Source: an optimization exercise on an open RTL-to-GDS flow (aim: small area and a short achievable clock period). Production flows keep margins and buffers that such runs may drop.
Power figures rest on the tool's default switching activity, not on a simulated workload.

==> flow/design.v (excerpt) <==
module CPU(
input [15:0]i_datain,
input [15:0]d_datain,
input clock,
input reset,
input enable,
input start,
output [7:0]i_addr,
output [7:0]d_addr,
output [15:0]d_dataout,
output d_we
);
For scale: roughly 270 flip-flops, about 15,000 um^2 of cells after synthesis.
make LEC_CHECK=0 CAP_MARGIN=20 CORE_MARGIN=2 CORE_UTILIZATION=40 SLEW_MARGIN=20 finish   # period 3.8 ns
run.sh (not shown) runs the stock make flow with config.mk's settings and CLKGATE_MAP_FILE= SYNTH_SCRIPT=/design/flow/synth_recipe.tcl, a recipe that flattens the netlist after the stock synthesis.
Edit:
--- a/flow/design.v
+++ b/flow/design.v
@@ -107,40 +107,38 @@
         ex_op <= id_op;
 always @(posedge clock)
     if (run) begin
         ex_rd <= id_f[10:8];
         ex_a <= d_a;
         ex_b <= d_b;
         ex_cin <= d_addc ? cf : d_subc ? ~cf : d_sub;
         ex_sd <= ry[7:0];
     end
 wire [15:0] a = ex_a;
 wire [15:0] b = ex_b;
-reg  [15:0] gg, gp, tg, tp;
+reg  [16:0] pg, pp;
+reg  [16:0] c;
 integer lv, j;
 always @(*) begin
-    gg = a & b;
-    gp = a ^ b;
-    for (lv = 0; lv < 4; lv = lv + 1) begin
-        tg = gg;
-        tp = gp;
-        for (j = 0; j < 16; j = j + 1)
-            if (j >= (1 << lv)) begin
-                gg[j] = tg[j] | (tp[j] & tg[j - (1 << lv)]);
-                gp[j] = tp[j] & tp[j - (1 << lv)];
+    pg = {a & b, ex_cin};
+    pp = {a ^ b, 1'b0};
+    for (lv = 0; lv < 5; lv = lv + 1)
+        for (j = 16; j >= 0; j = j - 1)
+            if (j[lv]) begin
+                pg[j] = pg[j] | (pp[j] & pg[((j >> lv) << lv) - 1]);
+                pp[j] = pp[j] & pp[((j >> lv) << lv) - 1];
             end
-    end
-end
-wire [15:0] p0 = a ^ b;
-wire [15:0] sum = (p0 ^ {gg[14:0], 1'b0}) ^ ({gp[14:0], 1'b1} & {16{ex_cin}});
-wire        cout = gg[15] | (gp[15] & ex_cin);
+    c = pg;
+end
+wire [15:0] sum = (a ^ b) ^ c[15:0];
+wire        cout = c[16];
 wire [15:0] p = a ^ b;
 wire [15:0] o = a | b;
 wire        z = &(~(p ^ {o[14:0], ex_cin}));
 reg t3, t2, t1;
 always @(*) begin
     case (ex_op)
         5'b01101: {t3, t2, t1} = 3'b100;    
         5'b01110: {t3, t2, t1} = 3'b111;    
         5'b01111: {t3, t2, t1} = 3'b011;    
         default:  {t3, t2, t1} = 3'b101;    
     endcase
=> The new run finished with timing, DRC and antenna clean. Synthesized area came out lower by about 5.6%. Cell area falls by 3.7%. Synthesized cell count fell by 7.5%. Clock-buffer cell count climbs by 1. Via count decreases by 7.5%.
No functional check of the RTL was part of any run of this note.

========
The RTL this note starts from:
==> flow/design.v <==
`timescale 1ns / 1ps
module CPU(
input [15:0]i_datain,
input [15:0]d_datain,
input clock,
input reset,
input enable,
input start,
output [7:0]i_addr,
output [7:0]d_addr,
output [15:0]d_dataout,
output d_we
);
reg        state;           
wire       run = state;
reg  [7:0] pc;
reg  [4:0] id_op;           
reg  [10:0] id_f;           
reg  [7:0] id_sa, id_sb;    
reg  [4:0] ex_op;           
reg  [2:0] ex_rd;
reg  [15:0] ex_g, ex_t;    
reg        ex_cin;
reg        ex_sra;
reg        ex_lo_lg, ex_hi_lg, ex_lo_sum, ex_hi_sum, ex_shl, ex_shr;    
reg  [7:0] ex_sd;           
reg  [15:0] m_c;
reg  [7:0] m_sd;
reg        m_we, m_take, m_wen, m_halt;    
reg        m_load;
reg  [2:0] m_rd;
reg  [15:0] w_c;
reg        w_wen, w_halt;                  
reg  [2:0] w_rd;
reg        zf, nf, cf;
reg  [15:0] gr [7:0];
integer k;
assign i_addr    = pc;
assign d_addr    = m_c[7:0];
assign d_we      = m_we;
assign d_dataout = {m_c[15:8], m_sd};
always @(posedge clock or negedge reset)
    if (!reset)
        state <= 1'b0;
    else if (state)
        state <= enable & ~w_halt;
    else
        state <= enable & start;
wire [4:0] f_op = i_datain[15:11];
wire f_user1 = (f_op == 5'b10000) || (f_op == 5'b01001) || (f_op == 5'b01011)
             || (f_op[4:3] == 2'b11);
wire f_store = (f_op == 5'b00011);
wire f_jump  = (f_op == 5'b11000);
reg  [7:0] gv;
wire [7:0] gvn = gv | ({8{w_wen}} & (8'd1 << w_rd));
wire [2:0] f_ia = f_user1 ? i_datain[10:8] : i_datain[6:4];
wire [2:0] f_ib = f_store ? i_datain[10:8] : i_datain[2:0];
always @(posedge clock or negedge reset)
    if (!reset) begin
        pc <= 8'd0;
        id_op <= 5'd0;
    end else if (run) begin
        pc <= m_take ? m_c[7:0] : pc + 8'd1;
        id_op <= f_op;
    end
always @(posedge clock)
    if (run) begin
        id_f <= i_datain[10:0];
        id_sa <= f_jump ? 8'd0 : (8'd1 << f_ia) & gvn;    
        id_sb <= (8'd1 << f_ib) & gvn;
    end
wire [7:0] selx = id_sa;
wire [7:0] sely = id_sb;
reg  [15:0] rx, ry;
always @(*) begin
    rx = 16'd0;
    ry = 16'd0;
    for (k = 0; k < 8; k = k + 1) begin
        rx = rx | (gr[k] & {16{selx[k]}});
        ry = ry | (gr[k] & {16{sely[k]}});
    end
end
wire [7:0]  imm8 = id_f[7:0];
wire d_jump  = (id_op == 5'b11000);
wire d_store = (id_op == 5'b00011);
wire d_shl   = (id_op[4:1] == 4'b0010);
wire d_val3  = (id_op[4:2] == 3'b001) || (id_op[4:1] == 4'b0001);   
wire d_imm   = (id_op == 5'b01001) || (id_op == 5'b01011) || (id_op[4:3] == 2'b11);
wire d_ldih  = (id_op == 5'b10000);
wire d_sub   = (id_op == 5'b01010) || (id_op == 5'b01011) || (id_op == 5'b10010)
             || (id_op == 5'b01100);
wire d_addc  = (id_op == 5'b10001);
wire d_logic = (id_op[4:2] == 3'b011);
wire d_shift = (id_op[4:2] == 3'b001);
wire d_subc  = (id_op == 5'b10010);
reg [15:0] d_a, d_b;
always @(*) begin
    for (k = 0; k < 16; k = k + 1)
        d_a[k] = d_shl ? rx[15-k] : rx[k];
    if (d_store) d_a[15:8] = 8'd0;
    if (d_shift)
        d_b = 16'd0;                         
    else if (d_val3)
        d_b = {(d_store ? ry[15:8] : 8'd0), 4'd0, id_f[3:0]};
    else if (d_imm)
        d_b = {8'd0, imm8};
    else if (d_ldih)
        d_b = {imm8, 8'd0};
    else
        d_b = ry;
    if (d_sub) d_b = ~d_b;
end
always @(posedge clock or negedge reset)
    if (!reset)
        ex_op <= 5'd0;
    else if (run)
        ex_op <= id_op;
always @(posedge clock)
    if (run) begin
        ex_rd <= id_f[10:8];
        ex_g <= d_a & d_b;
        ex_t <= d_a | d_b;
        ex_cin <= d_addc ? cf : d_subc ? ~cf : d_sub;
        ex_lo_lg  <= d_logic | d_jump;
        ex_hi_lg  <= d_logic | d_store;
        ex_lo_sum <= ~(d_logic | d_jump | d_shift);
        ex_hi_sum <= ~(d_logic | d_store | d_shift);
        ex_shl <= d_shl;
        ex_sra <= (id_op == 5'b00111);
        ex_shr <= d_shift & ~d_shl;
        ex_sd <= d_store ? ry[7:0] : d_shift ? {4'd1 << id_f[3:2], 4'd1 << id_f[1:0]}
               : {7'd0, d_addc & cf & (&ry)};
    end
wire [15:0] g = ex_g;
wire [15:0] t = ex_t;
reg  [15:0] gg, gt, tg, tt;
integer lv, j;
always @(*) begin
    gg = g;
    gt = t;
    for (lv = 0; lv < 4; lv = lv + 1) begin
        tg = gg;
        tt = gt;
        for (j = 0; j < 16; j = j + 1)
            if (j >= (1 << lv)) begin
                gg[j] = tg[j] | (tt[j] & tg[j - (1 << lv)]);
                gt[j] = tt[j] & tt[j - (1 << lv)];
            end
    end
end
wire [15:0] c    = {gg[14:0], 1'b0} | ({gt[14:0], 1'b1} & {16{ex_cin}});
wire [15:0] sum  = (t ^ c) ^ g;
wire        cout = gg[15] | (gt[15] & ex_cin);
wire        z = &(~((t ^ g) ^ {t[14:0], ex_cin}));
wire l_and = (ex_op[1:0] != 2'b11);        
wire l_xor = (ex_op[1:0] != 2'b01);        
wire [15:0] lg = (g & {16{l_and}}) | (t & ~g & {16{l_xor}});
wire [3:0]  am_lo = ex_sd[3:0];
wire [3:0]  am_hi = ex_sd[7:4];
wire        fill = ex_sra & t[15];
wire [31:0] sh0 = {{16{fill}}, t};
wire [27:0] sh1 = (sh0[27:0] & {28{am_lo[0]}}) | (sh0[28:1] & {28{am_lo[1]}})
                | (sh0[29:2] & {28{am_lo[2]}}) | (sh0[30:3] & {28{am_lo[3]}});
wire [15:0] y   = (sh1[15:0] & {16{am_hi[0]}}) | (sh1[19:4] & {16{am_hi[1]}})
                | (sh1[23:8] & {16{am_hi[2]}}) | (sh1[27:12] & {16{am_hi[3]}});
reg  [15:0] yr;
always @(*)
    for (k = 0; k < 16; k = k + 1)
        yr[k] = y[15-k];
wire e_store = (ex_op == 5'b00011);
wire [7:0] res_lo = (lg[7:0] & {8{ex_lo_lg}}) | (yr[7:0] & {8{ex_shl}})
                  | (y[7:0] & {8{ex_shr}}) | (sum[7:0] & {8{ex_lo_sum}});
wire [7:0] res_hi = (lg[15:8] & {8{ex_hi_lg}}) | (yr[15:8] & {8{ex_shl}})
                  | (y[15:8] & {8{ex_shr}}) | (sum[15:8] & {8{ex_hi_sum}});
wire e_zn = (ex_op == 5'b01000) || (ex_op == 5'b01001) || (ex_op == 5'b10001)
          || (ex_op == 5'b01010) || (ex_op == 5'b01011) || (ex_op == 5'b10010)
          || (ex_op == 5'b01100);
wire e_c  = (ex_op == 5'b01000) || (ex_op == 5'b01001) || (ex_op == 5'b10001);
wire kill = ex_sd[0];    
reg cond;
always @(*)
    case (ex_op[2:1])
        2'b00: cond = 1'b1;
        2'b01: cond = zf;
        2'b10: cond = nf;
        2'b11: cond = cf;
    endcase
wire e_take = (ex_op[4:3] == 2'b11) && ((ex_op[2:1] == 2'b00) || (cond ^ ex_op[0]));
wire e_wen = (ex_op == 5'b00010) || (ex_op == 5'b10000) || (ex_op == 5'b01000)
          || (ex_op == 5'b01001) || (ex_op == 5'b10001) || (ex_op == 5'b01010)
          || (ex_op == 5'b01011) || (ex_op == 5'b10010) || (ex_op == 5'b01101)
          || (ex_op == 5'b01110) || (ex_op == 5'b01111) || (ex_op[4:2] == 3'b001);
always @(posedge clock or negedge reset)
    if (!reset) begin
        zf <= 1'b0; nf <= 1'b0; cf <= 1'b0;
        m_we <= 1'b0; m_take <= 1'b0; m_wen <= 1'b0; m_halt <= 1'b0;
    end else if (run) begin
        if (e_zn) begin
            zf <= z;
            nf <= sum[15];
        end
        if (e_c)
            cf <= cout & ~kill;
        m_we <= e_store;
        m_take <= e_take;
        m_wen <= e_wen;
        m_halt <= (ex_op == 5'b00001);
    end
always @(posedge clock)
    if (run) begin
        m_c <= {res_hi, res_lo};
        m_sd <= ex_sd;
        m_load <= (ex_op == 5'b00010);
        m_rd <= ex_rd;
    end
always @(posedge clock or negedge reset)
    if (!reset) begin
        w_wen <= 1'b0; w_halt <= 1'b0;
    end else if (run) begin
        w_wen <= m_wen;
        w_halt <= m_halt;
    end
always @(posedge clock)
    if (run) begin
        w_c <= m_load ? d_datain : m_c;
        w_rd <= m_rd;
    end
always @(posedge clock or negedge reset)
    if (!reset)
        gv <= 8'd0;
    else if (run & w_wen)
        gv[w_rd] <= 1'b1;
always @(posedge clock)
    if (run & w_wen)
        gr[w_rd] <= w_c;
endmodule
clock: 3.8 ns
lec_check: 0
cap_margin: 20
core_margin: 2
core_utilization: 40
cts_cluster_diameter: 80
cts_cluster_size: 20
setup_slack_margin: 1.4
slew_margin: 20
standard.sh (not shown) runs the stock make flow with config.mk's settings and CLKGATE_MAP_FILE= SYNTH_SCRIPT=/design/flow/synth_recipe.tcl, a recipe that flattens the netlist after the stock synthesis.
==> flow/flow/run.sh <==
#!/bin/bash
# The standard flow (standard.sh), with one change: the buffers that the
# placement step puts on every input and output port are buf_1 cells
# instead of the cell buffer_ports picks by default.
set -euo pipefail
bash standard.sh synth > synth.log 2>&1
bash standard.sh "BUFFER_PORTS_ARGS=-buffer_cell sky130_fd_sc_hd__buf_1" finish > layout.log 2>&1
Then changed:
--- a/flow/design.v
+++ b/flow/design.v
@@ -19,12 +19,10 @@
 reg  [7:0] id_sa, id_sb;    
 reg  [4:0] ex_op;           
 reg  [2:0] ex_rd;
 reg  [15:0] ex_g, ex_t;    
 reg        ex_cin;
-reg        ex_sra;
-reg        ex_lo_lg, ex_hi_lg, ex_lo_sum, ex_hi_sum, ex_shl, ex_shr;    
 reg  [7:0] ex_sd;           
 reg  [15:0] m_c;
 reg  [7:0] m_sd;
 reg        m_we, m_take, m_wen, m_halt;    
 reg        m_load;
@@ -119,17 +117,10 @@
     if (run) begin
         ex_rd <= id_f[10:8];
         ex_g <= d_a & d_b;
         ex_t <= d_a | d_b;
         ex_cin <= d_addc ? cf : d_subc ? ~cf : d_sub;
-        ex_lo_lg  <= d_logic | d_jump;
-        ex_hi_lg  <= d_logic | d_store;
-        ex_lo_sum <= ~(d_logic | d_jump | d_shift);
-        ex_hi_sum <= ~(d_logic | d_store | d_shift);
-        ex_shl <= d_shl;
-        ex_sra <= (id_op == 5'b00111);
-        ex_shr <= d_shift & ~d_shl;
         ex_sd <= d_store ? ry[7:0] : d_shift ? {4'd1 << id_f[3:2], 4'd1 << id_f[1:0]}
                : {7'd0, d_addc & cf & (&ry)};
     end
 wire [15:0] g = ex_g;
 wire [15:0] t = ex_t;
@@ -155,21 +146,28 @@
 wire l_and = (ex_op[1:0] != 2'b11);        
 wire l_xor = (ex_op[1:0] != 2'b01);        
 wire [15:0] lg = (g & {16{l_and}}) | (t & ~g & {16{l_xor}});
 wire [3:0]  am_lo = ex_sd[3:0];
 wire [3:0]  am_hi = ex_sd[7:4];
-wire        fill = ex_sra & t[15];
+wire        fill = (ex_op == 5'b00111) & t[15];    
 wire [31:0] sh0 = {{16{fill}}, t};
 wire [27:0] sh1 = (sh0[27:0] & {28{am_lo[0]}}) | (sh0[28:1] & {28{am_lo[1]}})
                 | (sh0[29:2] & {28{am_lo[2]}}) | (sh0[30:3] & {28{am_lo[3]}});
 wire [15:0] y   = (sh1[15:0] & {16{am_hi[0]}}) | (sh1[19:4] & {16{am_hi[1]}})
                 | (sh1[23:8] & {16{am_hi[2]}}) | (sh1[27:12] & {16{am_hi[3]}});
 reg  [15:0] yr;
 always @(*)
     for (k = 0; k < 16; k = k + 1)
         yr[k] = y[15-k];
 wire e_store = (ex_op == 5'b00011);
+wire e_logic  = (ex_op[4:2] == 3'b011);
+wire ex_shl   = (ex_op[4:1] == 4'b0010);
+wire ex_shr   = (ex_op[4:1] == 4'b0011);
+wire ex_lo_lg = e_logic | (ex_op == 5'b11000);
+wire ex_hi_lg = e_logic | e_store;
+wire ex_lo_sum = ~(ex_lo_lg | ex_shl | ex_shr);
+wire ex_hi_sum = ~(ex_hi_lg | ex_shl | ex_shr);
 wire [7:0] res_lo = (lg[7:0] & {8{ex_lo_lg}}) | (yr[7:0] & {8{ex_shl}})
                   | (y[7:0] & {8{ex_shr}}) | (sum[7:0] & {8{ex_lo_sum}});
 wire [7:0] res_hi = (lg[15:8] & {8{ex_hi_lg}}) | (yr[15:8] & {8{ex_shl}})
                   | (y[15:8] & {8{ex_shr}}) | (sum[15:8] & {8{ex_hi_sum}});
 wire e_zn = (ex_op == 5'b01000) || (ex_op == 5'b01001) || (ex_op == 5'b10001)
Core utilization climbs by 0.13 points. Cell area went down by 0.92%. Power came out higher by about 3.3%. Global-route usage increases by 1.5 points. Routed wire length rises by 2.7%. Via count climbs by about 1%. Hold slack is worse by 26 ps. Critical path depth decreases by 1. Sequential power came out higher by about 0.9%. Clock power is lower by about 6%. Synthesized area goes down by about 2.2%.
Function was not checked in any run of this note: the RTL went through the layout flow alone.

==> what the ideal ports hide <==
In the flow no input, the clock included, has a driving cell. The finished layouts below were timed again as built, in two steps. Step 1 (the two cells are an assumption about what drives the block):
set clk [get_ports {clock}]
set_driving_cell -lib_cell sky130_fd_sc_hd__clkbuf_16 $clk
set_driving_cell -lib_cell sky130_fd_sc_hd__buf_2 [delete_from_list [all_inputs] $clk]
Step 2 moves the port delays by t, midway between the first and last clock arrival at a register: inputs arrive t later, outputs are due t later. That takes back most of the time a late clock gives input paths. a / b / c = ideal / step 1 / step 2; a / b = the first two.
run	t, ns	setup slack, ns	hold WS [ns]	worst data-port slew with drivers (ns)
the first run of note 1	0.621	0.457 / 0.457 / 0.457	0.261 / 0.237 / 0.419	0.04
the second run of note 1	0.620	0.648 / 0.648 / 0.648	0.273 / 0.246 / 0.419	0.04
the first run of note 2	0.577	1.483 / 1.483 / 1.347	0.360 / 0.330 / 0.427	0.04
the second run of note 2	0.576	1.414 / 1.414 / 1.337	0.334 / 0.304 / 0.427	0.05
After both steps every run listed still meets setup and hold. The setup slack of the first run of note 2, which loses most, moves by 0.000 ns with the drivers and by -0.136 ns with both steps.
